Source: an optimization exercise on an open RTL-to-GDS flow (aim: a short achievable clock period and few clock cycles). Production flows keep margins and buffers that such runs may drop.
In this exercise RTL edits were held to simulation tests only and were not proved equivalent to the original.
Power is estimated from default activity; no workload was simulated.

==> design.v <==
module ARM (
	input clk,
	input rst,
	output [31:0] imem_addr,
	input  [31:0] imem_rdata,
	output [31:0] dmem_addr,
	output [31:0] dmem_wdata,
	output dmem_rd_en,
	output dmem_wr_en,
	input  [31:0] dmem_rdata,
	input  dmem_ready
);
	reg  [9:0]  pc;
	reg         fd_v;
	reg  [31:0] fd_ins;
	reg  [14:0] fd_oha, fd_ohb;    
	reg         fd_xa, fd_xb;      
	reg         fd_la, fd_lb;      
	reg         fd_pred;           
	reg         fd_zoff;           
	reg         fd_imm1;           
	reg  [9:0]  fd_alt;            
	reg         de_v;
	reg  [3:0]  de_cond;
	reg         de_wr;             
	reg         de_ld, de_st, de_br, de_setf;
	reg  [3:0]  de_rd, de_ra, de_rm;
	reg         de_pred, de_zoff;
	reg  [9:0]  de_alt;
	reg         de_arith, de_invb, de_cin1, de_cinc, de_zext, de_linv;
	reg  [1:0]  de_lsel;
	reg  [32:0] de_a;              
	reg  [32:0] de_b;              
	reg  [31:0] de_sd;             
	reg         de_pa, de_pb, de_ps;    
	reg         de_pbs;                 
	reg         use_a, use_b, use_s;    
	reg  [3:0]  de_stag;                
	reg  [6:0]  de_shf;                 
	reg         de_lch;                 
	reg  [3:0]  de_tag;                 
	reg         x_wr;
	reg  [3:0]  x_dst;
	reg  [31:0] x_val;
	reg         x_eq1, ld_eq1;     
	reg  [14:0] eq1;               
	reg         ld_v;
	reg         ld_any;            
	reg  [3:0]  ld_tag;
	reg  [3:0]  ld_dst;
	reg  [31:0] ld_q;
	reg  [31:0] ld_qs;             
	reg  [3:0]  flg;
	reg  [31:0] rf [0:14];
	reg  [14:0] pend;          
	reg  [3:0]  ptag [0:14];   
	reg  [3:0]  l_seq;         
	reg         o_rd, o_wr;
	reg  [31:0] o_addr, o_wdata;
	reg  [3:0]  o_dst, o_tag;
	reg         q_wr   [0:7];
	reg  [31:0] q_addr [0:7];
	reg  [31:0] q_data [0:7];
	reg  [3:0]  q_dst  [0:7];
	reg  [3:0]  q_tag  [0:7];      
	reg         q_pd   [0:7];      
	reg  [2:0]  q_rp, q_wp;
	reg  [3:0]  q_cnt;
	wire fN = flg[3], fZ = flg[2], fC = flg[1], fV = flg[0];
	wire [15:0] ctab = {
		1'b0,                       
		1'b1,                       
		fZ | (fN != fV),            
		~fZ & (fN == fV),           
		fN != fV,                   
		fN == fV,                   
		~fC | fZ,                   
		fC & ~fZ,                   
		~fV, fV, ~fN, fN, ~fC, fC, ~fZ, fZ };
	wire        e_cond = ctab[de_cond];
	wire        e_go   = de_v & e_cond;           
	wire        e_hold = e_go & (de_pa | de_pb);
	wire        e_ok   = e_go & ~e_hold;
	wire        cin = de_cin1 | (de_cinc & fC);
	wire [32:0] ea = use_a ? xa(ld_q, de_zext) : de_a;
	wire [32:0] eb = use_b ? xb(de_pbs ? ld_qs : ld_q, de_zext, de_invb) : de_b;
	wire [31:0] es = use_s ? ld_q : de_sd;
	wire [33:0] sum34 = {ea, 1'b1} + {eb, cin};
	wire [32:0] sum = sum34[33:1];
	wire [32:0] zc  = {ea[31:0] | eb[31:0], cin};
	wire        zsum = &(~(ea ^ eb ^ zc));
	reg  [31:0] lres;
	always @(*) begin
		case (de_lsel)
			2'd0: lres = ea[31:0] & eb[31:0];
			2'd1: lres = ea[31:0] | eb[31:0];
			2'd2: lres = ea[31:0] ^ eb[31:0];
			default: lres = eb[31:0];
		endcase
		if (de_linv) lres = ~lres;
	end
	wire [31:0] res  = de_arith ? sum[31:0] : lres;
	wire        nN   = res[31];
	wire        nC   = de_arith ? sum[32] : lres[31];
	wire        nZ   = de_arith ? zsum : ~|lres;
	wire        nV   = de_arith ? (sum[31] ^ sum[32]) : 1'b0;
	wire [32:0] zcf  = {de_a[31:0] | de_b[31:0], cin};
	wire        zsf  = &(~(de_a ^ de_b ^ zcf));
	reg  [31:0] lrf;
	always @(*) begin
		case (de_lsel)
			2'd0: lrf = de_a[31:0] & de_b[31:0];
			2'd1: lrf = de_a[31:0] | de_b[31:0];
			2'd2: lrf = de_a[31:0] ^ de_b[31:0];
			default: lrf = de_b[31:0];
		endcase
	end
	wire        nZf2 = de_arith ? zsf : (de_linv ? &lrf : ~|lrf);    
	wire        zk   = ~(use_a | use_b);
	wire        e_qmem = e_go & (de_ld | de_st) & ~de_lch;    
	wire        e_mem  = e_qmem & ~e_hold;
	wire        e_ldw  = e_mem & de_ld;
	wire        e_aluw = e_ok & de_wr;
	wire        e_sets = e_go & de_setf;
	wire        mispredict = de_v & de_br & ~de_zoff & (e_cond != de_pred);
	wire [31:0] di   = fd_ins;
	wire [1:0]  dmode = di[27:26];
	wire        dI   = di[25];
	wire [3:0]  dop  = di[24:21];
	wire        dS   = di[20];
	wire [3:0]  drn  = di[19:16];
	wire [3:0]  drd  = di[15:12];
	wire [3:0]  drm  = di[3:0];
	wire d_dp    = dmode == 2'b00;
	wire d_mov   = dop == 4'b1101;
	wire d_mvn   = dop == 4'b1111;
	wire d_add   = dop == 4'b0100;
	wire d_adc   = dop == 4'b0101;
	wire d_sub   = dop == 4'b0010;
	wire d_sbc   = dop == 4'b0110;
	wire d_and   = dop == 4'b0000;
	wire d_orr   = dop == 4'b1100;
	wire d_eor   = dop == 4'b0001;
	wire d_cmp   = dop == 4'b1010;
	wire d_tst   = dop == 4'b1000;
	wire d_wrop  = d_mov | d_mvn | d_add | d_adc | d_sub | d_sbc | d_and | d_orr | d_eor;
	wire d_alu_w = d_dp & d_wrop;
	wire d_cmpt  = d_dp & dS & (d_cmp | d_tst);
	wire d_alu   = d_alu_w | d_cmpt;
	wire d_ld    = (dmode == 2'b01) & dS;
	wire d_st    = (dmode == 2'b01) & ~dS;
	wire d_mem   = dmode == 2'b01;
	wire d_br    = (dmode == 2'b10) & ~di[24];
	wire d_setf  = (d_alu_w & dS) | d_cmpt | d_ld;
	wire d_invb  = d_dp & (d_sub | d_sbc | d_cmp);
	wire d_zext  = d_dp & d_adc;
	wire d_use_a = (d_alu & ~d_mov & ~d_mvn) | d_mem;
	wire d_use_b = d_alu & ~dI & ~di[4];
	wire d_shift = d_use_b & (di[11:7] != 5'd0);
	wire [3:0] d_rbsel = d_st ? drd : drm;
	reg  [31:0] rfv [0:14];
	integer i;
	always @(*)
		for (i = 0; i < 15; i = i + 1)
			rfv[i] = rf[i];
	function [31:0] rdreg(input [14:0] oh);
		integer j;
		begin
			rdreg = 32'd0;
			for (j = 0; j < 15; j = j + 1)
				rdreg = rdreg | (rfv[j] & {32{oh[j]}});
		end
	endfunction
	wire [31:0] d_va = fd_xa ? x_val : fd_la ? ld_q : rdreg(fd_oha);
	wire [31:0] d_vb = fd_xb ? x_val : fd_lb ? ld_q : rdreg(fd_ohb);
	wire [4:0]  d_sh  = di[11:7];
	wire [1:0]  d_sty = di[6:5];
	wire [63:0] d_ror = {d_vb, d_vb} >> d_sh;
	wire [4:0]  d_rot = {di[11:8], 1'b0};
	wire [63:0] d_iror = {24'd0, di[7:0], 24'd0, di[7:0]} >> d_rot;
	reg  [31:0] d_op2;
	always @(*) begin
		if (d_mem)
			d_op2 = {{20{di[11]}}, di[11:0]};
		else if (dI)
			d_op2 = d_iror[31:0];
		else if (di[4])
			d_op2 = 32'd0;
		else case (d_sty)
			2'b00: d_op2 = d_vb << d_sh;
			2'b11: d_op2 = d_ror[31:0];
			default: d_op2 = d_vb >> d_sh;
		endcase
	end
	function fwd(input [3:0] r);
		fwd = e_go & de_wr & (de_rd == r);
	endfunction
	function pl(input [3:0] r, input [14:0] oh);
		pl = (|(pend & oh) & ~fwd(r)) |
		     (e_go & de_ld & (de_rd == r) & (r != 4'd15));
	endfunction
	wire d_pla = pl(drn, fd_oha);
	wire d_plb = pl(d_rbsel, fd_ohb);
	wire d_fwa = fwd(drn);
	wire d_fwb = fwd(d_rbsel);
	wire d_fa = d_use_a & d_fwa;
	wire d_fb = d_use_b & ~d_shift & d_fwb;
	wire d_fs = d_st & d_fwb;
	wire d_pa = d_use_a & d_pla;
	wire d_pb = d_use_b & d_plb;
	wire d_ps = d_st & d_plb;
	reg  [3:0]  d_stag;
	always @(*) begin
		if (e_go & de_ld & (de_rd == drd))
			d_stag = de_lch ? de_tag : l_seq;
		else
			d_stag = ptag[drd];
	end
	wire head_busy = o_rd | o_wr;
	wire served    = head_busy & dmem_ready;
	wire head_free = ~head_busy | served;
	wire q_nonempty = q_cnt != 4'd0;
	wire [4:0] q_tot = {1'b0, q_cnt} + {4'd0, head_busy} + {4'd0, e_qmem};
	wire stall = fd_v & (
		(d_shift & d_fwb) |
		(d_mem & (q_tot >= 5'd9)));
	wire [31:0] d_addr = d_va + {{20{di[11]}}, di[11:0]};
	wire [3:0] dcnd = di[31:28];
	wire d_ctrue = (dcnd == 4'd14) | (~e_sets & ctab[dcnd]);
	wire d_lok = fd_v & d_mem & d_ctrue & ~stall & ~mispredict &
	             ~d_pla & ~d_fwa & (d_ld | (~d_plb & ~d_fwb)) &
	             ~q_nonempty & ~e_qmem;
	wire launch = d_lok & ~e_hold & head_free;
	wire launch_ld = launch & d_ld;
	wire zf = e_sets ? nZf2 : fZ;
	wire zfk = ~e_sets | zk;           
	wire d_zcond = (dcnd == 4'd0) | (dcnd == 4'd1);
	wire d_known = ~e_sets | (d_zcond & zk);
	wire d_taken = d_zcond ? (zf ^ dcnd[0]) : ctab[dcnd];
	wire d_fix = fd_v & d_br & ~fd_zoff & d_known & (d_taken != fd_pred);
	wire [31:0] fi = imem_rdata;
	wire        f_br = (fi[27:26] == 2'b10) & ~fi[24];
	wire        d_sets = fd_v & d_setf;
	wire        stable = ~d_sets & ~e_sets;
	wire [3:0]  fc = fi[31:28];
	wire        dz1_val = fd_xa ? x_eq1 : fd_la ? ld_eq1 : |(fd_oha & eq1);
	wire        dz1_known = d_sets & d_dp & (d_sub | d_cmp) & dI & fd_imm1 &
	                        d_ctrue & ~d_pla & ~d_fwa;
	reg  [15:0] pk_b, pk_f;
	integer c;
	always @(*) begin
		for (c = 0; c < 14; c = c + 1) begin
			if (c < 2) begin
				pk_b[c] = dz1_known ? (dz1_val ^ c[0]) : (~stable | ctab[c]);
				pk_f[c] = dz1_known ? (dz1_val ^ c[0]) : stable ? ctab[c] : c[0];
			end else begin
				pk_b[c] = ~stable | ctab[c];
				pk_f[c] = stable ? ctab[c] : ((c < 10) ? c[0] : ~c[0]);
			end
		end
		pk_b[14] = 1'b1; pk_f[14] = 1'b1;
		pk_b[15] = 1'b0; pk_f[15] = 1'b0;
	end
	wire        f_pred = f_br & (fi[23] ? pk_b[fc] : pk_f[fc]);
	wire [9:0]  pc1 = pc + 10'd1;
	wire [5:0]  ft_lo  = {1'b0, pc1[4:0]} + {1'b0, fi[4:0]};
	wire [4:0]  ft_hi0 = pc1[9:5] + fi[9:5];
	wire [4:0]  ft_hi1 = pc1[9:5] + fi[9:5] + 5'd1;
	wire [9:0]  f_tgt = {ft_lo[5] ? ft_hi1 : ft_hi0, ft_lo[4:0]};
	wire [9:0]  f_next = f_pred ? f_tgt : pc1;
	wire [9:0]  f_alt  = f_pred ? pc1 : f_tgt;
	wire        f_st = (fi[27:26] == 2'b01) & ~fi[20];
	wire [3:0]  f_rb = f_st ? fi[15:12] : fi[3:0];
	wire [15:0] f_oha = 16'd1 << fi[19:16];
	wire [3:0]  n_ra = f_hold ? drn : fi[19:16];
	wire [3:0]  n_rb = f_hold ? d_rbsel : f_rb;
	wire [15:0] f_ohb = 16'd1 << f_rb;
	assign imem_addr = {22'd0, pc};
	assign dmem_addr  = o_addr;
	assign dmem_wdata = o_wdata;
	assign dmem_rd_en = o_rd;
	assign dmem_wr_en = o_wr;
	wire bypass_q  = head_free & ~q_nonempty & e_mem;    
	wire q_push    = e_mem & ~bypass_q;
	wire q_pop     = head_free & q_nonempty;
	wire [15:0] o_oh = 16'd1 << o_dst;
	wire e_lld = e_go & de_lch & de_ld;
	wire head_latest = (|(pend & o_oh[14:0]) & (ptag[o_dst] == o_tag)) |
	                   (e_lld & (de_tag == o_tag));
	wire head_wr = o_rd & head_latest;                  
	wire ld_wr = dmem_ready & head_wr;                  
	wire e_ld_to = e_qmem & de_ld;                      
	wire cap_da = dmem_ready & (head_wr & (o_dst == drn) & ~(e_ld_to & (de_rd == drn)));
	wire cap_db = dmem_ready & (head_wr & (o_dst == d_rbsel) & ~(e_ld_to & (de_rd == d_rbsel)));
	wire cap_ea = dmem_ready & (head_wr & (o_dst == de_ra));
	wire cap_eb = dmem_ready & (head_wr & (o_dst == de_rm));
	wire cap_es = dmem_ready & (head_wr & (o_dst == de_rd));
	wire        ls_e = e_hold & de_pb;
	wire [4:0]  ls_sh = ls_e ? de_shf[6:2] : di[11:7];
	wire [1:0]  ls_ty = ls_e ? de_shf[1:0] : di[6:5];
	wire [31:0] ls_in = dmem_rdata;
	wire [63:0] ls_ror = {ls_in, ls_in} >> ls_sh;
	reg  [31:0] ls_out;
	always @(*) begin
		case (ls_ty)
			2'b00: ls_out = ls_in << ls_sh;
			2'b11: ls_out = ls_ror[31:0];
			default: ls_out = ls_in >> ls_sh;
		endcase
	end
	function [32:0] xa(input [31:0] v, input zext);
		xa = {~zext & v[31], v};
	endfunction
	function [32:0] xb(input [31:0] v, input zext, input invb);
		xb = {33{invb}} ^ {~zext & v[31], v};
	endfunction
	wire        n_rd   = q_nonempty ? ~q_wr[q_rp] : e_mem ? de_ld : launch & d_ld;
	wire        n_wr   = q_nonempty ?  q_wr[q_rp] : e_mem ? de_st : launch & d_st;
	wire [31:0] n_addr = q_nonempty ? q_addr[q_rp] : e_mem ? sum[31:0] : d_addr;
	wire        n_pd   = q_nonempty ? q_pd[q_rp] : e_mem & de_st & de_ps;
	wire [3:0]  n_ptg  = q_nonempty ? q_tag[q_rp] : de_stag;
	wire [31:0] n_pdat = (o_rd & (o_tag == n_ptg)) ? dmem_rdata : ld_q;
	wire [31:0] n_data = n_pd ? n_pdat : q_nonempty ? q_data[q_rp] : e_mem ? es : d_vb;
	wire        d_fix_e = d_fix & ~mispredict & ~f_hold;
	wire        f_take = f_pred & ~mispredict & ~f_hold;
	wire [9:0]  pc_alt = mispredict ? de_alt : f_hold ? pc : pc1;
	wire [9:0]  pc_o   = f_take ? f_tgt : pc_alt;
	wire advance = ~e_hold;           
	wire f_hold  = e_hold | stall;
	always @(posedge clk) begin
		if (rst) begin
			pc <= 10'd0;
			o_rd <= 1'b0; o_wr <= 1'b0;
			o_addr <= 32'd0; o_wdata <= 32'd0;
			o_dst <= 4'd0; o_tag <= 4'd0;
		end else begin
			pc <= d_fix_e ? fd_alt : pc_o;
			if (head_free) begin
				o_rd    <= n_rd;
				o_wr    <= n_wr;
				o_addr  <= n_addr;
				o_wdata <= n_data;
				o_dst   <= q_nonempty ? q_dst[q_rp]  : e_mem ? de_rd : drd;
				o_tag   <= q_nonempty ? q_tag[q_rp]  : l_seq;
			end
		end
	end
	integer k;
	always @(posedge clk or posedge rst) begin
		if (rst) begin
			fd_v <= 1'b0;
			de_v <= 1'b0;
			flg <= 4'd0;
			for (k = 0; k < 15; k = k + 1)
				rf[k] <= k;
			eq1 <= 15'd2;
			x_wr <= 1'b0;
			ld_v <= 1'b0;
			ld_any <= 1'b0;
			pend <= 15'd0;
			l_seq <= 4'd0;
			q_rp <= 3'd0; q_wp <= 3'd0; q_cnt <= 4'd0;
		end else begin
			if (mispredict)
				fd_v <= 1'b0;
			else if (!f_hold)
				fd_v <= ~d_fix;
			if (advance)
				de_v <= fd_v & ~stall & ~mispredict;
			if (e_ok & de_setf)
				flg <= {nN, nZ, nC, nV};
			if (ld_v && ld_dst != 4'd15) begin rf[ld_dst] <= ld_q; eq1[ld_dst] <= ld_eq1; end
			if (x_wr && x_dst != 4'd15) begin rf[x_dst] <= x_val; eq1[x_dst] <= x_eq1; end    
			x_wr <= e_aluw;
			ld_v <= ld_wr;
			ld_any <= o_rd & dmem_ready;
			if (ld_wr && o_dst != 4'd15) pend[o_dst] <= 1'b0;
			if (e_aluw && de_rd != 4'd15) pend[de_rd] <= 1'b0;
			if (e_ldw && de_rd != 4'd15) pend[de_rd] <= 1'b1;
			if (e_lld && !dmem_ready && de_rd != 4'd15) pend[de_rd] <= 1'b1;
			if (e_ldw | launch_ld) l_seq <= l_seq + 4'd1;
			if (q_push) q_wp <= q_wp + 3'd1;
			if (q_pop)  q_rp <= q_rp + 3'd1;
			q_cnt <= q_cnt + {3'd0, q_push} - {3'd0, q_pop};
		end
	end
	always @(posedge clk) begin
		if (rst) begin
			de_a <= 0;
			de_alt <= 0;
			de_arith <= 0;
			de_b <= 0;
			de_br <= 0;
			de_cin1 <= 0;
			de_cinc <= 0;
			de_cond <= 0;
			de_invb <= 0;
			de_lch <= 0;
			de_tag <= 0;
			de_ld <= 0;
			de_linv <= 0;
			de_lsel <= 0;
			de_pa <= 0;
			use_a <= 0;
			use_b <= 0;
			use_s <= 0;
			de_stag <= 0;
			de_pb <= 0;
			de_pbs <= 0;
			de_pred <= 0;
			de_ps <= 0;
			de_ra <= 0;
			de_rd <= 0;
			de_rm <= 0;
			de_sd <= 0;
			de_setf <= 0;
			de_shf <= 0;
			de_st <= 0;
			de_wr <= 0;
			de_zext <= 0;
			de_zoff <= 0;
			fd_alt <= 0;
			fd_ins <= 0;
			fd_la <= 0;
			fd_lb <= 0;
			fd_oha <= 0;
			fd_ohb <= 0;
			fd_pred <= 0;
			fd_xa <= 0;
			fd_xb <= 0;
			fd_zoff <= 0;
			fd_imm1 <= 0;
		end else begin
			fd_xa <= e_aluw & (de_rd == n_ra);
			fd_xb <= e_aluw & (de_rd == n_rb);
			fd_la <= ld_wr & (o_dst == n_ra);
			fd_lb <= ld_wr & (o_dst == n_rb);
			if (~(f_hold | mispredict)) begin
				fd_ins  <= fi;
				fd_oha  <= f_oha[14:0];
				fd_ohb  <= f_ohb[14:0];
				fd_pred <= f_pred;
				fd_zoff <= fi[23:0] == 24'd0;
				fd_imm1 <= (fi[27:25] == 3'b001) & (fi[11:0] == 12'd1);
				fd_alt  <= f_alt;
			end
			if (advance) begin
				de_cond  <= di[31:28];
				de_wr    <= d_alu_w;
				de_ld    <= d_ld;
				de_st    <= d_st;
				de_br    <= d_br;
				de_setf  <= d_setf;
				de_rd    <= drd;
				de_ra    <= drn;
				de_rm    <= drm;
				de_pred  <= d_br & (fd_pred ^ d_fix);
				de_zoff  <= fd_zoff;
				de_alt   <= fd_alt;
				de_arith <= d_mem | (d_dp & (d_add | d_adc | d_sub | d_sbc | d_cmp));
				de_invb  <= d_invb;
				de_cin1  <= d_dp & (d_sub | d_cmp);
				de_cinc  <= d_dp & d_adc;
				de_zext  <= d_zext;
				de_lsel  <= (d_and | d_tst) ? 2'd0 : d_orr ? 2'd1 : d_eor ? 2'd2 : 2'd3;
				de_linv  <= d_mvn;
				de_a     <= d_fa ? xa(res, d_zext) : xa(d_va, d_zext);
				de_b     <= d_fb ? xb(res, d_zext, d_invb) :
				            xb(d_op2, d_zext, d_invb);
				de_sd    <= d_fs ? res : d_vb;
				de_pa    <= d_pa & ~cap_da;
				de_pb    <= d_pb & ~cap_db;
				de_ps    <= d_ps & ~cap_db;
				use_a    <= d_pa & cap_da;
				use_b    <= d_pb & cap_db;
				use_s    <= d_ps & cap_db;
				de_stag  <= d_stag;
				de_pbs   <= d_shift;
				de_shf   <= di[11:5];
				de_lch   <= launch;
				de_tag   <= l_seq;
			end else begin
				if (use_a) de_a  <= ea;
				if (use_b) de_b  <= eb;
				if (use_s) de_sd <= es;
				use_a <= de_pa & cap_ea;
				use_b <= de_pb & cap_eb;
				use_s <= de_ps & cap_es;
				if (de_pa & cap_ea) de_pa <= 1'b0;
				if (de_pb & cap_eb) de_pb <= 1'b0;
				if (de_ps & cap_es) de_ps <= 1'b0;
			end
		end
	end
	always @(posedge clk) begin
		x_dst  <= de_rd;
		x_val  <= res;
		x_eq1  <= res == 32'd1;
		ld_dst <= o_dst;
		ld_q   <= dmem_rdata;
		ld_eq1 <= dmem_rdata == 32'd1;
		ld_tag <= o_tag;
		ld_qs  <= ls_out;
		if (e_ldw) ptag[de_rd] <= l_seq;
		if (e_lld) ptag[de_rd] <= de_tag;
		for (k = 0; k < 8; k = k + 1)
			if (q_pd[k] && ld_any && q_tag[k] == ld_tag) begin
				q_data[k] <= ld_q;
				q_pd[k]   <= 1'b0;
			end
		if (e_mem) begin
			q_wr[q_wp]   <= de_st;
			q_addr[q_wp] <= sum[31:0];
			q_data[q_wp] <= es;
			q_dst[q_wp]  <= de_rd;
			q_tag[q_wp]  <= de_st ? de_stag : l_seq;
			q_pd[q_wp]   <= de_st & de_ps;
		end
	end
endmodule
==> flow/run.sh <==
#!/bin/bash
# Layout flow: the standard ORFS flow (standard.sh, unchanged synthesis),
# with repair_timing asked for a setup margin so that it optimises the layout
# for a shorter period than the constraint's 18 ns, and the port buffers made
# with a regular buffer cell. The clock period and the SDC stay the design's.
set -euo pipefail
cd "$(dirname "${BASH_SOURCE[0]}")/.."
bash standard.sh SETUP_SLACK_MARGIN=13.5 \
  "BUFFER_PORTS_ARGS=-buffer_cell sky130_fd_sc_hd__buf_4" \
  finish > flow_make.log 2>&1
==> standard.sh <==
#!/bin/bash
# synth_recipe.tcl (not shown) runs the flow's synth.tcl, then flattens the netlist and writes it again
# the make line also repeats each setting of config.mk as NAME=value (left out here)
make -C /OpenROAD-flow-scripts/flow DESIGN_CONFIG=/design/flow/config.mk WORK_HOME=/design/flow/orfs CLKGATE_MAP_FILE= SYNTH_SCRIPT=/design/flow/synth_recipe.tcl "${@:-finish}"
==> config.mk <==
export PLATFORM = sky130hd
export DESIGN_NAME = ARM
export DESIGN_NICKNAME = ARM
export VERILOG_FILES = /design/flow/design.v
export SDC_FILE = /design/flow/constraint.sdc
export NUM_CORES = 8
export LEC_CHECK = 0
export CAP_MARGIN = 20
export CORE_MARGIN = 2
export CORE_UTILIZATION = 40
export SETUP_SLACK_MARGIN = 0.4
export SLEW_MARGIN = 20
==> constraint.sdc <==
create_clock -name core_clock -period 18.0 [get_ports {clk}]
set_input_delay 3.6000 -clock core_clock [delete_from_list [all_inputs] [get_ports {clk}]]
set_output_delay 3.6000 -clock core_clock [all_outputs]
set_load 0.01 [all_outputs]
==> flow_metrics.py, run 1 <==
metrics = {
    "outcome": {
        "run_status": "timing/DRC/antenna clean",
    },
    "global_route": {
        "grt_antenna_before_repair": 43,
        "grt_pass1_wl_um": 684600,
        "gr-usage-all-layers": 0.3776,
        "grt_pass1_vias": 89380,
        "grt_max_degree": 83,
        "grt-ovfl-total": 0,
    },
    "run": {
        "cap_violations": 0,
    },
    "placement": {
        "dp_cells": 13880,
        "gp_congestion": 1.065,
        "port-buffer-count": 142,
        "dp_hpwl_um": 327900,
    },
    "finish": {
        "layout_commonest_cell": "nor2_1",
        "stdcell_count": 14560,
        "final_util": 0.4824,
        "mostFrequentLayoutCells": "1,287 x nor2_1, 1,268 x a21oi_1, 1,147 x nand2_1, 652 x edfxtp_1, 561 x o21ai_0",
        "final_layout_size_suffix_gt1_frac": 0.2112,
        "area_growth_pct": 20.06,
        "nets": 11330,
    },
    "pwr": {
        "p_per_area_mw_per_mm2": 137.8,
        "peakVddDrop_mv": 0.1121,
        "p_leak_nw": 46.24,
    },
    "timing": {
        "slew_headroom": 0.1168,
        "min_period_ps": 5040,
        "worst_slew_pin_slew_ps": 1316,
        "setup-violations-final": 0,
        "rsz0062_at_grt": "true",
        "whs_ps": 444.1,
        "fmax_mhz": 198.4,
        "setup-tns-final_ps": 0,
        "report.final.slew_viol_count": 0,
        "skew_ps": 95.81,
        "finalHoldViolations": 0,
        "finalCritPeriodShare": 0.2800,
    },
    "synthesis": {
        "synth_cells": 11130,
        "ys_seq_area_frac": 0.4188,
        "avgSynthCellArea_um2": 8.968,
        "synth_top_area_share": 0.1961,
        "ys_seq_elements": 1627,
        "yosysWarnings": 3,
        "synth-main-ff-cell": "edfxtp_1",
        "yosys.area.top_type": "edfxtp_1",
        "synth_area_mm2": 0.09982,
        "synth.distinct_cells": 101,
        "synth_area_leaders": "edfxtp_1 20%, dfrtp_1 13%, dfxtp_1 8.9%",
        "synth_edf_count": 652,
        "async_reset_ff_frac": 0.3276,
    },
    "clock_network": {
        "cts_tree": "yes",
        "clkTransAtPathRegs_ps": 60,
        "cts_root_buf": "clkbuf_16",
        "clk_path_buf_depth": 3,
        "holdBufCountCts": 0,
        "cts_sinks": 1627,
        "cts_buffers": 181,
        "clk_latency_ps": 920,
        "cts-htree-levels": 4,
    },
    "floorplan": {
        "die_h_um": 503.5,
        "fp.dieW_um": 503.5,
        "initial_core_util": 0.4018,
        "pin_count": 165,
        "rows": 183,
        "core_mm2": 0.2484,
        "die-area_mm2": 0.2536,
    },
    "detailed_routing": {
        "drtPass1Iterations": 7,
        "vias_per_cell": 6.643,
        "avgRoutedWirePerCell_um": 34.13,
        "drc": 0,
        "ant_nets": 0,
        "drt-total-wl_um": 497000,
        "drtIter0Drc": 15970,
        "vias": 96740,
    },
    "setup_path": {
        "cp_top_family": "flip-flops",
        "cp.arrival_ps": 1440,
        "crit_path_start_kind": "flop",
        "timing.critical_path.cells": "buf_6",
        "crit_buf_inv": 1,
        "critPathRequiredTime_ps": 14400,
        "worstPathMaxFanout": 2,
        "worst_path_max_delay_cell": "dfxtp_4",
        "slowest_delay_ps": 410,
        "path_class": "reg2out",
        "crit_path_end_kind": "output port",
    },
    "min_path": {
        "min_path_type": "reg2reg",
    },
}
## report_power, final
| part | switching [mW] | internal, mW |
|---|---|---|
| logic | 4.38 | 2.77 |
| registers | 0.869 | 4.49 |
| clock network | 1.71 | 2.29 |
## cell usage after synthesis, types with 63 or more instances
master    number
xnor2_1      179
o21ai_0      637
nor3_1       122
a22oi_1      496
buf_1        129
o211ai_1     120
ha_1         208
a211oi_1     127
nand3_1      172
nor2_1      1321
nand2_1     1213
inv_1        306
buf_2         63
a21oi_1     1389
dfxtp_1      442
mux2i_1      517
nand4_1      138
dfrtp_1      504
o22ai_1      104
edfxtp_1     652
mux2_2        68
mux4_2       273
xor2_1       146
clkbuf_1     857
## per-stage QoR
stage | setup slack, ps | power (mW) | instance area, um2
finish | 12960 | 16.51 | 119800
global route | 12920 | 16.96 | 119800
CTS | 12930 | 15.95 | 116700
detailed placement | 11140 | 11.18 | 104300
global placement | 11230 | 11.13 | 104300
floorplan | 11690 | 8.720 | 100700
## layout make-up
type | instances | area [um2]
diodes | 24 | 60.06
repair buffers | 796 | 8319
multi-input cells | 8133 | 57540
clock buffers | 245 | 5111
well taps | 3330 | 4167
fillers | 22810 | 128600
repair inverters | 1 | 8.758
inverters | 310 | 1214
flip-flops and latches | 1627 | 42140
clock inverters | 97 | 1276
## logic make-up (layout without fill, tap and decap cells)
logic type,after synthesis,count (layout),synth area share
AND/OR/NAND/NOR,3273,3279,0.1390
flip-flops,1627,1627,0.4188
AO/OA/AOI/OAI,3428,3428,0.2091
buffers and inverters,1397,1449,0.05495
multiplexers,864,864,0.1221
other,1,46,0.00003757
XOR/XNOR,327,327,0.02897
adder cells (fa/ha/maj),213,213,0.02708
## timing repair
item,CTS,global route
buffers inserted,176,111
cloned,31,4
gates resized for setup,906,401
pin swaps,156,158
endpoints found under the setup margin,1392,699
## tightest hold or removal path: cells and delay by family, from the launching register on
| kind | cells | cell delay (ps) |
|---|---|---|
| AND/OR/NAND/NOR | 1 | 50 |
| AO/OA/AOI/OAI | 1 | 50 |
| flip-flops | 1 | 300 |
## worst paths after layout
check	start	endpoint	slack [ps]	cells past startpoint
hold / removal	de_alt[5]$_SDFFE_PP0N_	de_alt[5]$_SDFFE_PP0N_	440	2
hold reg to reg	de_alt[5]$_SDFFE_PP0N_	de_alt[5]$_SDFFE_PP0N_	440	2
setup / recovery	o_addr[31]$_SDFFE_PP0N_	dmem_addr[31]	12960	1
min in group asynchronous	rst	q_rp[1]$_DFFE_PP0P_	2820	2
setup reg to reg	de_pbs$_SDFFE_PP0N_	x_eq1$_DFF_P_	13120	20
max in group asynchronous	rst	rf[6][18]$_DFF_PP0_	13570	5
## per-layer routing
layer / up-vias / GRT usage / wire (um)
met1: 47290 / 0.4959 / 188700
li1: 40340 / - / -
met2: 7322 / 0.5442 / 207800
met5: - / 0 / 172
met4: 26 / 0.2237 / 35540
met3: 1773 / 0.1178 / 64830
## sequential cells by signal, summed over array words and instances, names as in the netlist, 33 cells and up, named ones only
name,count
de_a,33
de_b,33
ptag,60
q_addr,256
q_data,256
rf,480
Testbench counts, summed over its fixed seeds: cycles 38,163.
==> run 2: changes to the inputs <==
--- a/design.v
+++ b/design.v
@@ -106,15 +106,2 @@
 	wire        nV   = de_arith ? (sum[31] ^ sum[32]) : 1'b0;
-	wire [32:0] zcf  = {de_a[31:0] | de_b[31:0], cin};
-	wire        zsf  = &(~(de_a ^ de_b ^ zcf));
-	reg  [31:0] lrf;
-	always @(*) begin
-		case (de_lsel)
-			2'd0: lrf = de_a[31:0] & de_b[31:0];
-			2'd1: lrf = de_a[31:0] | de_b[31:0];
-			2'd2: lrf = de_a[31:0] ^ de_b[31:0];
-			default: lrf = de_b[31:0];
-		endcase
-	end
-	wire        nZf2 = de_arith ? zsf : (de_linv ? &lrf : ~|lrf);    
-	wire        zk   = ~(use_a | use_b);
 	wire        e_qmem = e_go & (de_ld | de_st) & ~de_lch;    
@@ -234,7 +221,4 @@
 	wire launch_ld = launch & d_ld;
-	wire zf = e_sets ? nZf2 : fZ;
-	wire zfk = ~e_sets | zk;           
-	wire d_zcond = (dcnd == 4'd0) | (dcnd == 4'd1);
-	wire d_known = ~e_sets | (d_zcond & zk);
-	wire d_taken = d_zcond ? (zf ^ dcnd[0]) : ctab[dcnd];
+	wire d_known = ~e_sets;
+	wire d_taken = ctab[dcnd];
 	wire d_fix = fd_v & d_br & ~fd_zoff & d_known & (d_taken != fd_pred);
==> run 2 against run 1 <==
  * Maximum frequency grew 0.48%
  * Synthesized cell count fell by 2.6%
  * Flip-flop and latch count did not move
  * Power down 1.2%
  * Still clean on timing, DRC and antenna
  * Clock-buffer cell count rose by 2
  * Largest cell class unchanged
  * First-iteration DRC count is 4.5% higher
  * Hold slack better by 10 ps
  * Synthesized area is 2.7% lower
==> flow_metrics.py, run 2 <==
metrics = {
    "outcome": {
        "run_status": "timing/DRC/antenna clean",
    },
    "synthesis": {
        "async_reset_ff_frac": 0.3276,
        "synth_simple_gate_area_frac": 0.1393,
        "ys_seq_elements": 1627,
        "synth_cells": 10840,
        "avgSynthCellArea_um2": 8.962,
        "synth_area_mm2": 0.09715,
        "synth.distinct_cells": 94,
        "synth_compound_area_frac": 0.2199,
        "synth_top_family_by_area": "compound AO/OA/AOI/OAI gates",
        "synth_most_common_cell": "a21oi_1",
        "synth_common_cells": "1,349 x a21oi_1, 1,324 x nor2_1, 1,195 x nand2_1, 855 x clkbuf_1, 652 x edfxtp_1",
        "muxShareOfSynthArea": 0.1143,
        "synth_area_leaders": "edfxtp_1 20%, dfrtp_1 13%, dfxtp_1 9.1%",
        "synth_top_area_share": 0.2015,
        "ys_seq_area_frac": 0.4303,
        "yosysWarnings": 3,
        "synth_xor_area_frac": 0.02606,
        "synth_edf_count": 652,
        "yosys.area.top_type": "edfxtp_1",
        "synth-main-ff-cell": "edfxtp_1",
        "synthAdderAreaFrac": 0.01958,
    },
    "finish": {
        "nets": 11030,
        "mostFrequentLayoutCells": "1,287 x nor2_1, 1,240 x a21oi_1, 1,133 x nand2_1, 652 x edfxtp_1, 565 x o21ai_0",
        "fin_area_mm2": 0.1173,
        "layout_commonest_cell": "nor2_1",
        "largest-register": "rf",
        "area_growth_pct": 20.80,
        "largest_reg_flops": 480,
        "stdcell_count": 14180,
        "final_layout_size_suffix_gt1_frac": 0.2106,
        "reg_top3": "rf: 480 flops, q_addr: 256 flops, q_data: 256 flops",
        "final_util": 0.4870,
    },
    "run": {
        "cap_violations": 0,
    },
    "setup_path": {
        "cp.arrival_ps": 1420,
        "cp_top_family": "flip-flops",
        "crit_path_end_kind": "output port",
        "worstPathMaxFanout": 2,
        "critPathRequiredTime_ps": 14400,
        "worst_path_max_delay_cell": "dfxtp_4",
        "slowest_delay_ps": 400,
        "crit_buf_inv": 1,
        "path_class": "reg2out",
        "crit_path_start_kind": "flop",
        "timing.critical_path.cells": "buf_6",
    },
    "floorplan": {
        "fp.dieW_um": 496.8,
        "core_mm2": 0.2410,
        "die-area_mm2": 0.2468,
        "pin_count": 165,
        "die_h_um": 496.8,
        "initial_core_util": 0.4031,
        "rows": 180,
    },
    "placement": {
        "dp_hpwl_um": 328600,
        "place_area_mm2": 0.1017,
        "dp_cells": 13460,
        "dp_slack_ps": 11540,
        "port-buffer-count": 142,
        "gp_congestion": 1.035,
    },
    "global_route": {
        "grt_max_degree": 106,
        "grt_pass1_vias": 87510,
        "grt-ovfl-total": 0,
        "gr-usage-all-layers": 0.3872,
        "grt_pass1_wl_um": 687600,
        "grt_antenna_before_repair": 40,
    },
    "clock_network": {
        "cts_buffers": 182,
        "cts_sinks": 1627,
        "cts-htree-levels": 4,
        "clk_path_buf_depth": 3,
        "cts_tree": "yes",
        "clk_latency_ps": 910,
        "cts_root_buf": "clkbuf_16",
        "holdBufCountCts": 0,
        "clkTransAtPathRegs_ps": 60,
    },
    "timing": {
        "report.final.slew_viol_count": 0,
        "fmax_mhz": 199.4,
        "skew_ps": 87.35,
        "rsz0062_at_grt": "true",
        "worst_slew_pin_slew_ps": 1234,
        "setup-tns-final_ps": 0,
        "min_period_ps": 5016,
        "setup-violations-final": 0,
        "finalHoldViolations": 0,
        "fin_ws_ps": 12980,
        "slew_headroom": 0.1765,
        "finalCritPeriodShare": 0.2787,
    },
    "detailed_routing": {
        "drtPass1Iterations": 8,
        "vias_per_cell": 6.693,
        "drtIter0Drc": 16690,
        "drc": 0,
        "vias": 94920,
        "ant_nets": 0,
        "drt-total-wl_um": 501800,
        "avgRoutedWirePerCell_um": 35.38,
    },
    "pwr": {
        "p_per_area_mw_per_mm2": 139.1,
        "peakVddDrop_mv": 0.09700,
        "p_leak_nw": 44.81,
    },
    "min_path": {
        "min_path_type": "reg2reg",
    },
}
==> run 2: changes by cell type in the layout (fill, tap and decap cells not counted), moves of 25 or more <==
cell      previous run  this run
a211oi_1           105        77
a21oi_1           1268      1240
a22oi_1            490       531
buf_4              512       545
ha_1               166       107
inv_1              284       170
mux2_2              49        78
mux4_2             273       207
nand3_1            145       113
xor2_1             134       109
==> run 2: worst paths after layout <==
path	start	endpoint	slack, ps	cells past startpoint
worst max-delay path	o_addr[31]$_SDFFE_PP0N_	dmem_addr[31]	12980	1
worst min-delay path	de_alt[9]$_SDFFE_PP0N_	de_alt[9]$_SDFFE_PP0N_	450	2
worst max register to register	ld_q[0]$_DFF_P_	x_eq1$_DFF_P_	13050	18
worst min register to register	de_alt[9]$_SDFFE_PP0N_	de_alt[9]$_SDFFE_PP0N_	450	2
max in group asynchronous	rst	rf[10][11]$_DFF_PP0_	13560	4
min in group asynchronous	rst	q_rp[2]$_DFFE_PP0P_	2770	2
==> run 2: logic make-up after synthesis <==
group	after synthesis
other	1
multiplexers	836
XOR/XNOR	289
AO/OA/AOI/OAI	3463
adder cells (fa/ha/maj)	149
buffers and inverters	1261
AND/OR/NAND/NOR	3214
flip-flops	1627
==> run 2: what timing repair did <==
| item | in CTS | in global routing |
|---|---|---|
| setup buffers | 166 | 155 |
| gates cloned | 22 | 8 |
| hold endpoints to repair | 0 | 0 |
| resized for setup | 814 | 485 |
| pin swaps | 124 | 226 |
| setup endpoints to repair | 1170 | 741 |
==> run 2: routing by layer <==
metal,up-vias,track usage,part of all wire
li1,39610,-,-
met4,30,0.2394,0.075
met5,-,0.004052,0.00059
met1,46270,0.5101,0.38
met2,7194,0.5562,0.42
met3,1816,0.1145,0.13
==> run 2: metrics by stage <==
stage | power, mW | hold WS, ps
after floorplan | 8.474 | 329.0
after global placement | 10.91 | 440.1
after detailed placement | 10.96 | 446.1
after CTS | 15.62 | 456.3
after global routing | 16.73 | 465.8
final | 16.32 | 454.2
==> run 2: power breakdown <==
| part | switching [mW] | internal [mW] |
|---|---|---|
| logic | 4.35 | 2.65 |
| registers | 0.844 | 4.49 |
| clock network | 1.73 | 2.27 |
| total | 6.92 | 9.40 |
==> run 2: worst register-to-register path, stage by stage (launching register included) <==
cell and delay [ps]:
dfxtp_1 300, buf_4 430, mux2i_4 140, xnor2_1 150, nand2_1 110, nand2_2 90, inv_2 80, fa_2 250
nor2b_4 60, o31a_1 320, or3_4 440, a311oi_4 390, xnor2_2 260, nor2_1 280, a21oi_4 160, nor4b_4 420
nand4_1 150, or4_1 550, nor4_2 280
==> run 2: layout make-up <==
class | instances | area, um2
fillers | 22120 | 123600
clock inverters | 97 | 1284
diodes | 23 | 57.56
well taps | 3185 | 3985
inverters | 196 | 799.5
multi-input cells | 7977 | 55530
clock buffers | 247 | 5090
repair buffers | 830 | 8467
flip-flops and latches | 1627 | 42130
Testbench counts of run 2, summed over its fixed seeds: cycles 38,166.
==> run 3: changes to the inputs <==
--- a/design.v
+++ b/design.v
@@ -44,3 +44,3 @@
 	reg  [31:0] x_val;
-	reg         x_eq1, ld_eq1;     
+	reg         ld_eq1;            
 	reg  [14:0] eq1;               
@@ -209,6 +209,7 @@
 	wire q_nonempty = q_cnt != 4'd0;
-	wire [4:0] q_tot = {1'b0, q_cnt} + {4'd0, head_busy} + {4'd0, e_qmem};
+	wire q_full = ((q_cnt == 4'd8) & (head_busy | e_qmem)) |
+	              ((q_cnt == 4'd7) & head_busy & e_qmem);
 	wire stall = fd_v & (
 		(d_shift & d_fwb) |
-		(d_mem & (q_tot >= 5'd9)));
+		(d_mem & q_full));
 	wire [31:0] d_addr = d_va + {{20{di[11]}}, di[11:0]};
@@ -229,2 +230,3 @@
 	wire [3:0]  fc = fi[31:28];
+	wire        x_eq1 = x_val == 32'd1;
 	wire        dz1_val = fd_xa ? x_eq1 : fd_la ? ld_eq1 : |(fd_oha & eq1);
@@ -481,3 +483,2 @@
 		x_val  <= res;
-		x_eq1  <= res == 32'd1;
 		ld_dst <= o_dst;
==> run 3 against run 2 <==
  * Clock skew fell by 8.2 ps
  * Sequential share of layout area rose by 1.1 points
  * Power fell by 20%
  * Die area rose by 0.16%
  * First-iteration DRC count fell by 15%
  * Still clean on timing, DRC and antenna
  * Critical endpoint is now dmem_addr[2]
  * Sequential power fell by 7.7%
  * Maximum frequency fell by 0.12%
==> flow_metrics.py, run 3 <==
metrics = {
    "timing": {
        "finalCritPeriodShare": 0.2790,
        "rsz0062_at_grt": "true",
        "min_period_ps": 5022,
        "setup-violations-final": 0,
        "skew_ps": 79.17,
        "report.final.slew_viol_count": 0,
        "finalHoldViolations": 0,
        "whs_ps": 457.2,
        "slew_headroom": 0.1874,
        "fin_ws_ps": 12980,
        "setup-tns-final_ps": 0,
        "fmax_mhz": 199.1,
        "worst_slew_pin_slew_ps": 1211,
    },
    "finish": {
        "layout_commonest_cell": "nand2_1",
        "mostFrequentLayoutCells": "1,272 x nand2_1, 1,188 x a21oi_1, 1,145 x nor2_1, 670 x o21ai_0, 652 x edfxtp_1",
        "area_growth_pct": 16.98,
        "final_layout_size_suffix_gt1_frac": 0.1814,
        "largest-register": "rf",
        "reg_top3": "rf: 480 flops, q_addr: 256 flops, q_data: 256 flops",
        "nets": 10760,
        "largest_reg_flops": 480,
    },
    "clock_network": {
        "cts_tree": "yes",
        "clkTransAtPathRegs_ps": 60,
        "cts_root_buf": "clkbuf_16",
        "clk_latency_ps": 920,
        "cts-htree-levels": 4,
        "cts_sinks": 1626,
        "holdBufCountCts": 0,
        "clk_path_buf_depth": 3,
        "cts_buffers": 181,
    },
    "floorplan": {
        "pin_count": 165,
        "rows": 181,
        "fp.dieW_um": 497.2,
        "die-area_mm2": 0.2472,
        "core_mm2": 0.2425,
        "die_h_um": 497.2,
        "initial_core_util": 0.4012,
    },
    "global_route": {
        "grt-ovfl-total": 0,
        "grt_max_degree": 121,
        "grt_antenna_before_repair": 42,
        "gr-usage-all-layers": 0.3566,
        "grt_pass1_wl_um": 642500,
        "grt_pass1_vias": 85820,
    },
    "outcome": {
        "run_status": "timing/DRC/antenna clean",
    },
    "synthesis": {
        "synth_most_common_cell": "nand2_1",
        "async_reset_ff_frac": 0.3278,
        "yosys.area.top_type": "edfxtp_1",
        "synth_common_cells": "1,305 x nand2_1, 1,220 x a21oi_1, 1,166 x nor2_1, 817 x clkbuf_1, 746 x o21ai_0",
        "synth_edf_count": 652,
        "ys_seq_elements": 1626,
        "synth-main-ff-cell": "edfxtp_1",
        "synth_area_leaders": "edfxtp_1 20%, dfrtp_1 13%, dfxtp_1 9.1%",
        "synth.distinct_cells": 110,
        "yosysWarnings": 3,
        "synth_top_area_share": 0.2012,
        "synth_cells": 10760,
        "ys_seq_area_frac": 0.4294,
        "avgSynthCellArea_um2": 9.040,
        "synth_area_mm2": 0.09730,
    },
    "detailed_routing": {
        "drc": 0,
        "drtPass1Iterations": 7,
        "ant_nets": 0,
        "vias": 92260,
        "vias_per_cell": 6.624,
        "avgRoutedWirePerCell_um": 33.26,
        "drtIter0Drc": 14170,
        "drt-total-wl_um": 463300,
    },
    "pwr": {
        "switching_share": 0.3638,
        "power_mw": 12.98,
        "peakVddDrop_mv": 0.1193,
        "p_per_area_mw_per_mm2": 114.1,
        "power_frac_clock": 0.308,
        "seqPwrFrac": 0.379,
        "p_leak_nw": 43.68,
        "internal_power_mw": 8.259,
        "power_switching_mw": 4.723,
        "power_frac_comb": 0.313,
    },
    "setup_path": {
        "slowest_delay_ps": 400,
        "crit_buf_inv": 1,
        "crit_path_start_kind": "flop",
        "worstPathMaxFanout": 2,
        "cp_top_family": "flip-flops",
        "path_class": "reg2out",
        "cp.arrival_ps": 1420,
        "timing.critical_path.cells": "buf_6",
        "worst_path_max_delay_cell": "dfxtp_4",
        "critPathRequiredTime_ps": 14400,
        "crit_path_end_kind": "output port",
    },
    "placement": {
        "gp_congestion": 1.033,
        "dp_hpwl_um": 299500,
        "port-buffer-count": 142,
        "dp_slack_ps": 9908,
    },
    "run": {
        "cap_violations": 0,
    },
    "min_path": {
        "min_path_type": "reg2reg",
    },
}
run 3: cell count changes after synthesis, sizes merged, moves of 49 or more:
cell   change
nand2    +110
xnor2     +54
nor2     -157
xor2      -49
a21oi    -127
o21ai    +104
run 3: through the flow:
stage / cell area [um2] / instances / util
final: 113800 / 13930 / 0.4693
after global routing: 113800 / 13920 / 0.4692
after CTS: 111100 / 13780 / 0.4582
after detailed placement: 101200 / 13330 / 0.4172
after global placement: 101200 / 13330 / 0.4171
after floorplan: 98210 / 10790 / -
run 3: cell type report:
cell class                      count  area [um2]
Fill cell                       22450      128700
Multi-Input combinational cell   7885       53670
Sequential cell                  1626       42130
Timing Repair Buffer              649        6739
Clock buffer                      248        5095
Tap cell                         3202        4006
Clock inverter                     92        1313
Inverter                          206       809.5
Antenna cell                       19       47.55
Timing Repair inverter              1       11.26
run 3: worst paths after layout:
kind                       cells past startpoint                endpoint                    from  slack, ps
hold / removal                                 2  de_alt[5]$_SDFFE_PP0N_  de_alt[5]$_SDFFE_PP0N_        460
max in group asynchronous                      7    rf[13][20]$_DFF_PP0_                     rst      13630
setup / recovery                               1            dmem_addr[2]  o_addr[2]$_SDFFE_PP0N_      12980
hold reg to reg                                2  de_alt[5]$_SDFFE_PP0N_  de_alt[5]$_SDFFE_PP0N_        460
setup reg to reg                              20   de_b[32]$_SDFFE_PP0P_     de_pbs$_SDFFE_PP0N_      13370
min in group asynchronous                      2        de_v$_DFFE_PP0N_                     rst       2900
run 3: power by group through the flow:
stage	clock (mW)	sequential, mW	combinational (mW)
global route	4.16	4.94	4.27
finish	4.00	4.92	4.07
CTS	4.02	4.89	3.81
floorplan	0	4.61	2.40
global placement	0	4.93	3.51
detailed placement	0	4.94	3.55
run 3: cell families (layout without fill, tap and decap cells):
logic type	after synthesis	in the layout	synth area share
and+or+nand+nor	3155	3158	0.1372
buffers and inverters	1280	1196	0.05230
adders and majority gates	147	147	0.01929
DFF	1626	1626	0.4294
other	1	41	0.00003854
muxes	857	857	0.1190
AOI/OAI and AO/OA	3404	3407	0.2163
xor gates and xnor gates	294	294	0.02646
run 3: repair_timing:
item,4_1_cts,5_1_grt
endpoints found under the setup margin,1716,640
cloned,14,12
pin swaps,60,79
setup buffers,96,115
gates resized for setup,601,298
run 3: layer usage:
layer  up-vias  share of wire  wire, um  track usage
li1      38960              -         -            -
met1     44960           0.38    173800       0.4593
met2      6620           0.43    197600       0.5300
met3      1677           0.13     59570       0.1106
met4        40          0.069     31880       0.1999
met5         -        0.00094       437     0.004052
Testbench counts of run 3, summed over its fixed seeds: cycles 38,166.
==> run 4: changes to the inputs <==
==> flow/run.sh (replaced) <==
#!/bin/bash
# Layout flow: the standard ORFS flow (standard.sh, unchanged synthesis),
# with repair_timing asked for a setup margin so that it optimises the layout
# for a shorter period than the constraint's 18 ns, the port buffers made
# with a regular buffer cell, and clock tree synthesis with smaller sink
# clusters and no dummy loads (a shorter clock tree). The clock period and the
# SDC stay the design's.
set -euo pipefail
cd "$(dirname "${BASH_SOURCE[0]}")/.."
bash standard.sh SETUP_SLACK_MARGIN=13.5 \
  "BUFFER_PORTS_ARGS=-buffer_cell sky130_fd_sc_hd__buf_4" \
  "CTS_ARGS=-sink_clustering_enable -repair_clock_nets -dont_use_dummy_load -sink_clustering_size 18 -sink_clustering_max_diameter 100" \
  finish > flow_make.log 2>&1
==> run 4 against run 3 <==
  * Still clean
  * Global-route usage shrank 0.14 points
  * Cell area shrank 3.5%
  * Final cell count decreased by 1.9%
  * Hold slack better by 3.2 ps
  * Non-clock buffer count down 20
  * Critical path type unchanged
  * Critical endpoint is now dmem_addr[8]
  * Largest power group unchanged
  * Highest routed layer unchanged
==> flow_metrics.py, run 4 <==
metrics = {
    "detailed_routing": {
        "drtPass1Iterations": 12,
        "vias": 91240,
        "drtIter0Drc": 13870,
        "drc": 0,
        "ant_nets": 0,
        "vias_per_cell": 6.676,
        "drt-total-wl_um": 460600,
        "avgRoutedWirePerCell_um": 33.70,
    },
    "setup_path": {
        "reg2reg_slack_ps": 13430,
        "crit_path_end_kind": "output port",
        "critPathRequiredTime_ps": 14400,
        "path_class": "reg2out",
        "slowest_delay_ps": 400,
        "r2r_cells": 15,
        "timing.critical_path.cells": "buf_6",
        "crit_path_start_kind": "flop",
        "reg2reg_to": "de_b[22]$_SDFFE_PP0P_",
        "cp_top_family": "flip-flops",
        "r2r-start": "fd_lb$_SDFF_PP0_",
        "crit_buf_inv": 1,
        "worst_path_max_delay_cell": "dfxtp_4",
        "worstPathMaxFanout": 2,
        "cp.arrival_ps": 1360,
    },
    "synthesis": {
        "yosysWarnings": 3,
        "synth_top_area_share": 0.2012,
        "ys_seq_elements": 1626,
        "synth_cells": 10760,
        "synth-main-ff-cell": "edfxtp_1",
        "avgSynthCellArea_um2": 9.040,
        "synth_most_common_cell": "nand2_1",
        "synth_common_cells": "1,305 x nand2_1, 1,220 x a21oi_1, 1,166 x nor2_1, 817 x clkbuf_1, 746 x o21ai_0",
        "synth.distinct_cells": 110,
        "synth_area_mm2": 0.09730,
        "yosys.area.top_type": "edfxtp_1",
        "synth_area_leaders": "edfxtp_1 20%, dfrtp_1 13%, dfxtp_1 9.1%",
        "ys_seq_area_frac": 0.4294,
        "async_reset_ff_frac": 0.3278,
        "synth_edf_count": 652,
    },
    "finish": {
        "mostFrequentLayoutCells": "1,272 x nand2_1, 1,183 x a21oi_1, 1,142 x nor2_1, 669 x o21ai_0, 652 x edfxtp_1",
        "largest-register": "rf",
        "largest_reg_flops": 480,
        "reg_top3": "rf: 480 flops, q_addr: 256 flops, q_data: 256 flops",
        "final_util": 0.4528,
        "nets": 10670,
        "area_growth_pct": 12.88,
        "final_layout_size_suffix_gt1_frac": 0.1672,
        "nFillCells": 22740,
        "fin_area_mm2": 0.1098,
        "layout_commonest_cell": "nand2_1",
    },
    "clock_network": {
        "clk_path_buf_depth": 3,
        "clkTransAtPathRegs_ps": 80,
        "cts_tree": "yes",
        "holdBufCountCts": 0,
        "cts_buffers": 104,
        "clk_latency_ps": 850,
        "cts_sinks": 1626,
        "cts_root_buf": "clkbuf_16",
        "cts-htree-levels": 3,
    },
    "floorplan": {
        "fp.dieW_um": 497.2,
        "pin_count": 165,
        "die_h_um": 497.2,
        "rows": 181,
        "die-area_mm2": 0.2472,
        "core_mm2": 0.2425,
        "initial_core_util": 0.4012,
    },
    "pwr": {
        "seqPwrFrac": 0.434,
        "power_switching_mw": 4.351,
        "p_per_area_mw_per_mm2": 102.9,
        "p_leak_nw": 41.72,
        "peakVddDrop_mv": 0.1153,
        "power_frac_comb": 0.361,
        "internal_power_mw": 6.952,
        "power_frac_clock": 0.205,
        "switching_share": 0.3849,
    },
    "timing": {
        "rsz0062_at_grt": "true",
        "min_period_ps": 4963,
        "slew_headroom": 0.1676,
        "report.final.slew_viol_count": 0,
        "setup-tns-final_ps": 0,
        "setup-violations-final": 0,
        "fmax_mhz": 201.5,
        "worst_slew_pin_slew_ps": 1249,
        "finalCritPeriodShare": 0.2757,
        "skew_ps": 133.6,
        "finalHoldViolations": 0,
    },
    "global_route": {
        "grt_pass1_wl_um": 639700,
        "grt_antenna_before_repair": 33,
        "grt_pass1_vias": 84700,
        "grt_max_degree": 121,
        "grt-ovfl-total": 0,
        "gr-usage-all-layers": 0.3552,
    },
    "min_path": {
        "holdCritStartpoint": "o_wdata[11]$_SDFFE_PP0N_",
        "min_path_type": "reg2reg",
        "hold_end": "o_wdata[11]$_SDFFE_PP0N_",
        "holdPathStages": 2,
    },
    "placement": {
        "place_area_mm2": 0.1012,
        "gp_congestion": 1.033,
        "port-buffer-count": 142,
        "dp_hpwl_um": 299500,
    },
    "run": {
        "cap_violations": 0,
    },
    "outcome": {
        "run_status": "timing/DRC/antenna clean",
    },
}
## run 4: layout make-up
cell class	count	area, um2	area share
Multi-Input combinational cell	7886	53760	0.4895
Sequential cell	1626	42120	0.3835
Timing Repair Buffer	629	6481	0.05901
Tap cell	3202	4006	0.03648
Clock buffer	104	2603	0.02369
Inverter	206	809.5	0.007370
Antenna cell	14	35.03	0.0003190
Timing Repair inverter	1	16.27	0.0001481
## run 4: repair_timing
action,CTS,global route
pin swaps,55,69
setup buffers,89,106
setup endpoints to repair,1714,708
gates cloned,18,5
resized for setup,616,293
## run 4: cell families (layout without fill, tap and decap cells)
kind of cell | after synthesis | after routing | synth area share
AO/OA/AOI/OAI | 3404 | 3408 | 0.2163
XOR/XNOR | 294 | 294 | 0.02646
adder cells (fa/ha/maj) | 147 | 147 | 0.01929
buffers and inverters | 1280 | 940 | 0.05230
flip-flops | 1626 | 1626 | 0.4294
multiplexers | 857 | 857 | 0.1190
other | 1 | 36 | 0.00003854
AND/OR/NAND/NOR | 3155 | 3158 | 0.1372
## run 4: per-layer routing
metal,vias up,share of wire,global-route usage
met5,-,0.00020,0
met4,14,0.070,0.1999
met3,1599,0.13,0.1142
met2,6498,0.43,0.5275
met1,44550,0.38,0.4554
li1,38580,-,-
## run 4: per-stage QoR
stage          total power [mW]  std cells  setup slack [ps]  hold slack, ps
6_report                  11.30      13670             13040           460.4
5_1_grt                   11.66      13660             13010           477.6
4_1_cts                   11.05      13540             12990           457.3
3_5_place_dp              8.494      13330              9908           448.1
3_3_place_gp              8.443      13330              9973           440.4
2_1_floorplan             7.007      10790             12150           329.0
## run 4: power groups by stage
stage	combinational [mW]	sequential (mW)	clock (mW)
after floorplan	2.40	4.61	0
after global placement	3.51	4.93	0
after detailed placement	3.55	4.94	0
after CTS	3.83	4.89	2.33
after global routing	4.27	4.93	2.45
final	4.08	4.91	2.32
## run 4: worst max-delay path by stage
| stage | to | slack, ps | startpoint | cells past startpoint |
|---|---|---|---|---|
| final | dmem_addr[8] | 13040 | o_addr[8]$_SDFFE_PP0N_ | 1 |
| after detailed placement | rf[4][28]$_DFF_PP0_ | 9910 | rst | 7 |
| after global placement | rf[4][28]$_DFF_PP0_ | 9970 | rst | 7 |
| after floorplan | de_b[30]$_SDFFE_PP0P_ | 12150 | rst | 6 |
| after CTS | dmem_addr[23] | 12990 | o_addr[23]$_SDFFE_PP0N_ | 1 |
| after global routing | dmem_addr[2] | 13010 | o_addr[2]$_SDFFE_PP0N_ | 1 |
==> run 5: changes to the inputs <==
--- a/config.mk
+++ b/config.mk
@@ -9,3 +9,3 @@
 export CORE_MARGIN = 2
-export CORE_UTILIZATION = 40
+export CORE_UTILIZATION = 45
 export SETUP_SLACK_MARGIN = 0.4
==> run 5 against run 4 <==
  * Non-clock buffer count grew 4
  * Wire length shrank 0.83%
  * Sequential share of layout area grew 0.24 points
  * Cell area shrank 0.64%
  * First-iteration DRC count grew 3.4%
  * Critical path type unchanged
==> flow_metrics.py, run 5 <==
metrics = {
    "synthesis": {
        "yosysWarnings": 3,
        "async_reset_ff_frac": 0.3278,
        "ys_seq_area_frac": 0.4294,
        "synth_most_common_cell": "nand2_1",
        "synth_edf_count": 652,
        "synth_common_cells": "1,305 x nand2_1, 1,220 x a21oi_1, 1,166 x nor2_1, 817 x clkbuf_1, 746 x o21ai_0",
        "synth_area_mm2": 0.09730,
        "yosys.area.top_type": "edfxtp_1",
        "synth.distinct_cells": 110,
        "synth_cells": 10760,
        "synth-main-ff-cell": "edfxtp_1",
        "avgSynthCellArea_um2": 9.040,
        "synth_area_leaders": "edfxtp_1 20%, dfrtp_1 13%, dfxtp_1 9.1%",
        "ys_seq_elements": 1626,
        "synth_top_area_share": 0.2012,
    },
    "outcome": {
        "run_status": "timing/DRC/antenna clean",
    },
    "pwr": {
        "p_leak_nw": 41.64,
        "p_per_area_mw_per_mm2": 103.6,
        "peakVddDrop_mv": 0.09077,
        "power_mw": 11.30,
    },
    "setup_path": {
        "cp.arrival_ps": 1360,
        "worst_path_max_delay_cell": "dfxtp_4",
        "crit_buf_inv": 1,
        "crit_path_start_kind": "flop",
        "crit_path_end_kind": "output port",
        "critPathRequiredTime_ps": 14400,
        "timing.critical_path.cells": "buf_6",
        "cp_top_family": "flip-flops",
        "worstPathMaxFanout": 2,
        "path_class": "reg2out",
        "slowest_delay_ps": 410,
    },
    "clock_network": {
        "cts_tree": "yes",
        "cts_root_buf": "clkbuf_16",
        "cts_sinks": 1626,
        "cts_buffers": 106,
        "clk_path_buf_depth": 3,
        "clkTransAtPathRegs_ps": 80,
        "clk_latency_ps": 840,
        "cts-htree-levels": 3,
    },
    "detailed_routing": {
        "drt-total-wl_um": 456800,
        "drtPass1Iterations": 7,
        "drtIter0Drc": 14330,
        "ant_nets": 0,
        "avgRoutedWirePerCell_um": 34.32,
        "drc": 0,
        "vias_per_cell": 6.895,
        "vias": 91760,
    },
    "global_route": {
        "grt_max_degree": 155,
        "grt_pass1_vias": 84040,
        "grt-ovfl-total": 0,
        "grt_antenna_before_repair": 21,
        "gr-usage-all-layers": 0.3998,
        "grt_pass1_wl_um": 633100,
    },
    "placement": {
        "gp_congestion": 1.071,
        "dp_hpwl_um": 297700,
        "dp_cells": 12980,
        "place_area_mm2": 0.1008,
        "port-buffer-count": 142,
        "dp_slack_ps": 10740,
    },
    "timing": {
        "setup-tns-final_ps": 0,
        "fmax_mhz": 201.5,
        "whs_ps": 459.4,
        "finalHoldViolations": 0,
        "finalCritPeriodShare": 0.2758,
        "min_period_ps": 4964,
        "setup-violations-final": 0,
        "skew_ps": 99.38,
        "rsz0062_at_grt": "true",
        "report.final.slew_viol_count": 0,
        "slew_headroom": 0.1283,
        "worst_slew_pin_slew_ps": 1307,
        "fin_ws_ps": 13040,
    },
    "floorplan": {
        "fp.dieW_um": 469.0,
        "die-area_mm2": 0.2200,
        "core_mm2": 0.2148,
        "initial_core_util": 0.4529,
        "rows": 170,
        "die_h_um": 469.0,
        "pin_count": 165,
    },
    "finish": {
        "nets": 10670,
        "stdcell_count": 13310,
        "largest-register": "rf",
        "area_growth_pct": 12.16,
        "mostFrequentLayoutCells": "1,275 x nand2_1, 1,185 x a21oi_1, 1,148 x nor2_1, 671 x o21ai_0, 652 x edfxtp_1",
        "layout_commonest_cell": "nand2_1",
        "fin_area_mm2": 0.1091,
        "final_util": 0.5080,
        "largest_reg_flops": 480,
        "nFillCells": 19720,
        "final_layout_size_suffix_gt1_frac": 0.1668,
        "reg_top3": "rf: 480 flops, q_addr: 256 flops, q_data: 256 flops",
    },
    "run": {
        "cap_violations": 0,
    },
    "min_path": {
        "min_path_type": "reg2reg",
    },
}
## run 5: cell count changes in the layout (fill, tap and decap cells not counted), moves of 5 or more
cell | before | now
o21ai_4 | 27 | 21
nor2_1 | 1142 | 1148
inv_2 | 20 | 14
buf_6 | 112 | 139
buf_12 | 51 | 40
o22ai_2 | 15 | 9
nor2_2 | 15 | 10
bufbuf_16 | 9 | 2
## run 5: metal layers
| metal | track usage | up-vias | part of all wire |
|---|---|---|---|
| met4 | 0.2303 | 18 | 0.068 |
| met2 | 0.5795 | 6588 | 0.42 |
| li1 | - | 38600 | - |
| met3 | 0.1138 | 1574 | 0.13 |
| met1 | 0.5330 | 44980 | 0.38 |
| met5 | 0 | - | 0.00058 |
## run 5: worst min-delay path, delay by kind of cell, from the launching register on
kind / cells / cell delay (ps)
compound gates: 1 / 50
flops: 1 / 310
simple gates: 1 / 50
## run 5: kinds of logic after synthesis
group	count (synthesis)	share of synthesized area
fa+ha+maj	147	0.01929
flops	1626	0.4294
buf+inv	1280	0.05230
compound gates	3404	0.2163
other cells	1	0.00003854
mux	857	0.1190
xor+xnor	294	0.02646
simple gates	3155	0.1372
## run 5: worst paths after layout
check,slack [ps],cells after the start,startpoint,end
setup / recovery,13040,1,o_addr[1]$_SDFFE_PP0N_,dmem_addr[1]
min in group asynchronous,2860,2,rst,rf[7][4]$_DFF_PP0_
max in group asynchronous,13620,6,rst,rf[13][21]$_DFF_PP0_
setup reg to reg,13260,13,fd_ohb[13]$_SDFFE_PP0P_,de_b[32]$_SDFFE_PP0P_
hold / removal,460,2,de_alt[0]$_SDFFE_PP0N_,de_alt[0]$_SDFFE_PP0N_
hold reg to reg,460,2,de_alt[0]$_SDFFE_PP0N_,de_alt[0]$_SDFFE_PP0N_
## run 5: repair_timing
action / CTS / global route
pin swaps: 59 / 95
setup endpoints to repair: 1646 / 786
setup buffers: 101 / 95
hold buffers: 0 / 0
resized for setup: 631 / 262
cloned: 11 / 5
## run 5: cell type report
| cell class | count | area (um2) | area share |
|---|---|---|---|
| Timing Repair Buffer | 633 | 6299 | 0.05771 |
| Clock buffer | 106 | 2653 | 0.02431 |
| Tap cell | 2838 | 3551 | 0.03254 |
| Antenna cell | 13 | 32.53 | 0.0002981 |
| Multi-Input combinational cell | 7885 | 53630 | 0.4914 |
| Inverter | 206 | 824.5 | 0.007555 |
| Timing Repair inverter | 2 | 32.53 | 0.0002981 |
| Sequential cell | 1626 | 42120 | 0.3859 |
## run 5: power breakdown
group	leakage, nW	switching [mW]	internal (mW)	total (mW)
Sequential	16.9	0.580	4.31	4.89
Clock	1.31	1.32	1.04	2.36
Combinational	23.4	2.45	1.60	4.05
Total	41.6	4.35	6.95	11.3

-- port drivers added, routing unchanged --
In the flow no input, the clock included, has a driving cell. The finished layouts below were timed again as built, in two steps. Step 1 sets driving cells, clkbuf_16 on the clock port and buf_2 on the other inputs (assumed; they add their load-dependent delay and slew). Step 2 also shifts input and output timing later by t, the mid clock arrival at the registers, as if the neighbouring blocks saw the same clock. Slacks: ideal / step 1 / step 2; pairs: ideal / step 1.
run	t, ns	setup WS [ns]	clock arrival spread, ns	worst register clock-pin slew, ns	worst slew at a driven data input, ns
run 1	0.980	12.960 / 12.854 / 12.034	0.101 / 0.101	0.08 / 0.08	0.12
run 2	0.956	12.984 / 12.891 / 12.092	0.087 / 0.087	0.08 / 0.08	0.28
run 3	0.992	12.978 / 12.867 / 12.375	0.080 / 0.080	0.07 / 0.07	0.15
run 4	0.897	13.037 / 12.926 / 12.325	0.135 / 0.135	0.09 / 0.09	0.12
run 5	0.886	13.036 / 12.945 / 12.323	0.099 / 0.100	0.09 / 0.09	0.25
After both steps setup and hold are still met in every run listed. The setup slack of run 1, which loses most, moves by -0.106 ns with the drivers and by -0.926 ns with both steps.
